From an optimization exercise on the open Yosys and OpenROAD flow, aimed at small area; shortcuts taken in it are not production practice.
Only simulation tests tie the RTL to the original design; equivalence was not proved.

## top_CPU
module top_CPU(
    input clk, Rst,
    output [5:0] Inst_Addr,
    input [31:0] Inst_Data,
    output [6:0] Mem_Addr,
    output [31:0] M_W_Data,
    output Mem_Write,
    input [31:0] M_R_Data
);
For scale: roughly 2100 cells after synthesis.
Settings: LEC_CHECK=0, CAP_MARGIN=20, CORE_MARGIN=2, CORE_UTILIZATION=45, PLACE_DENSITY=0.7, SETUP_SLACK_MARGIN=1.0, SLEW_MARGIN=20, SYNTH_HIERARCHICAL=1; clock period 22.0 ns.
standard.sh (not shown) runs the stock make flow with config.mk's settings and CLKGATE_MAP_FILE= SYNTH_SCRIPT=/design/flow/synth_recipe.tcl, a recipe that flattens the netlist after the stock synthesis.
==> flow/flow/run.sh <==
#!/bin/bash
# The standard layout (standard.sh), with two changes:
#  - the input and output ports are buffered with the smallest buffer (buf_1);
#  - clock tree synthesis clusters up to 25 sinks within 100 um per leaf
#    buffer and inserts no dummy loads.
# Each tool's full output is in orfs/logs/ (one log per step); make's own
# output is in standard.log.
set -euo pipefail
export BUFFER_PORTS_ARGS="-buffer_cell sky130_fd_sc_hd__buf_1"
export CTS_ARGS="-sink_clustering_enable -repair_clock_nets -sink_clustering_size 25 -sink_clustering_max_diameter 100 -dont_use_dummy_load"
bash standard.sh > standard.log 2>&1
Change:
--- a/flow/design.v
+++ b/flow/design.v
@@ -94,15 +94,15 @@
     output [5:0] Inst_Addr,
     input [31:0] Inst_Data,
     output [6:0] Mem_Addr,
     output [31:0] M_W_Data,
     output Mem_Write,
     input [31:0] M_R_Data
 );
-    localparam [4:0] IDLE = 5'b10011,
+    localparam [4:0] IDLE = 5'b00000,
                      FE   = 5'b01000,    
                      D1   = 5'b10000,    
                      D2   = 5'b11001,
                      D3   = 5'b11000,
                      X1   = 5'b10001,    
                      X7   = 5'b01010,
                      B8   = 5'b10110,    
@@ -132,25 +132,25 @@
     wire [3:0] rm = IR[3:0];
     wire [3:0] OP = IR[24:21];
     wire P = IR[24];
     wire U = IR[23];
     wire W = IR[21];
     wire Ibit = IR[25];
     wire wb = W | ~P;
-    wire q01 = ~ST[4];                  
+    wire sIDLE = ~ST[4] & ~ST[3];
+    wire q01 = ~ST[4] & ST[3];          
     wire q10 = ST[4] & ~ST[3];          
     wire q11 = ST[4] & ST[3];           
     wire [3:0] lo = 4'b0001 << ST[1:0];
     wire sFE  = q01 & ~ST[2] & lo[0];
     wire sJ9  = q01 & ~ST[2] & lo[1];
     wire sX7  = q01 & ~ST[2] & lo[2];
     wire sL11 = q01 & ~ST[2] & lo[3];
     wire sL14 = q01 & ST[2];
     wire sD1  = q10 & ~ST[2] & lo[0];
-    wire sIDLE = q10 & ~ST[2] & lo[3];
     wire sX1  = q10 & ~ST[2] & lo[1];
     wire sM1  = q10 & ~ST[2] & lo[2];
     wire sW17 = q10 & ST[2] & lo[1];
     wire sB8  = q10 & ST[2] & lo[2];
     wire sL10 = q10 & ST[2] & lo[3];
     wire sD3  = q11 & ~ST[2] & lo[0];
     wire sD2  = q11 & ~ST[2] & lo[1];
Outcome: The new run completed without violations. Final area stays flat. Via count goes up by 0.56%. Routed wire length goes up by 2.7%. Setup slack loses 320 ps.

--- another note on this design; it stands on its own ---

== job 1042 ==
Design top_CPU, start of the top module:
module top_CPU(
    input clk, Rst,
    output [5:0] Inst_Addr,
    input [31:0] Inst_Data,
    output [6:0] Mem_Addr,
    output [31:0] M_W_Data,
    output Mem_Write,
    input [31:0] M_R_Data
);
For scale: roughly 2100 cells after synthesis, about 640 flip-flops, ~110 I/O pins, roughly 30000 um2 of cells after synthesis.
Settings: LEC_CHECK=0, CAP_MARGIN=20, CORE_MARGIN=2, CORE_UTILIZATION=45, PLACE_DENSITY=0.7, SETUP_SLACK_MARGIN=1.0, SLEW_MARGIN=20, SYNTH_HIERARCHICAL=1; clock period 22.0 ns.
standard.sh (not shown) runs the stock make flow with config.mk's settings and CLKGATE_MAP_FILE= SYNTH_SCRIPT=/design/flow/synth_recipe.tcl, a recipe that flattens the netlist after the stock synthesis.
==> flow/flow/run.sh <==
#!/bin/bash
# The standard layout (standard.sh), with two changes:
#  - the input and output ports are buffered with the smallest buffer (buf_1);
#  - clock tree synthesis clusters up to 25 sinks within 100 um per leaf
#    buffer and inserts no dummy loads.
# Each tool's full output is in orfs/logs/ (one log per step); make's own
# output is in standard.log.
set -euo pipefail
export BUFFER_PORTS_ARGS="-buffer_cell sky130_fd_sc_hd__buf_1"
export CTS_ARGS="-sink_clustering_enable -repair_clock_nets -sink_clustering_size 25 -sink_clustering_max_diameter 100 -dont_use_dummy_load"
bash standard.sh > standard.log 2>&1
--- input diff job 1042..job 8672 ---
- SYNTH_HIERARCHICAL no longer set, was 1
- CTS_CLUSTER_SIZE now 25, previously not set
- CTS_CLUSTER_DIAMETER now 100, previously not set
==> flow/run.sh (new file) <==
#!/bin/bash
# synth_recipe.tcl (not shown) runs the flow's synth.tcl, then flattens the netlist and writes it again
# the make line also repeats each setting of config.mk as NAME=value (left out here)
make -C /OpenROAD-flow-scripts/flow DESIGN_CONFIG=/design/flow/config.mk WORK_HOME=/design/flow/orfs CLKGATE_MAP_FILE= SYNTH_SCRIPT=/design/flow/synth_recipe.tcl finish
removed: flow/flow/run.sh
removed: flow/standard.sh
[summary]
Both conditions hold for job 8672: the flow ran to the end and the final layout passed the timing, DRC and antenna checks. Diff job 1042 -> job 8672 | cell row count | up slightly. Diff job 1042 -> job 8672: clock network contribution to total cell area up 0.78 points; total wirelength of the detailed-routed design increased by 8.2% relative to the old numbers; area added between synthesis and finish picked up an extra 4.7 points. Min setup slack of the critical path after layout across job 1042 and job 8672: job 8672.

[what the ideal ports hide]
Ports are ideal in the flow. The routed layouts listed here were re-timed in OpenROAD.
Step 1 sets driving cells, clkbuf_16 on the clock port and buf_2 on the other inputs (assumed; they add their load-dependent delay and slew).
Step 2 also shifts input and output timing later by t, the mid clock arrival at the registers, as if the neighbouring blocks saw the same clock.
a / b / c = ideal ports / drivers / drivers and shift; a / b = the first two.
run	t (ns)	setup WS [ns]	hold WS [ns]	worst setup path after step 2	worst data-port slew with drivers (ns)
the first run of note 1	0.665	1.933 / 1.933 / 1.933	0.671 / 0.671 / 0.671	register to register	0.06
the second run of note 1	0.682	1.616 / 1.616 / 1.616	0.683 / 0.683 / 0.683	register to register	0.05
job 1042	0.675	1.960 / 1.960 / 1.960	0.468 / 0.468 / 0.468	register to register	0.04
job 8672	0.653	1.866 / 1.866 / 1.866	0.466 / 0.466 / 0.466	register to register	0.04
After both steps every run listed still meets setup and hold.
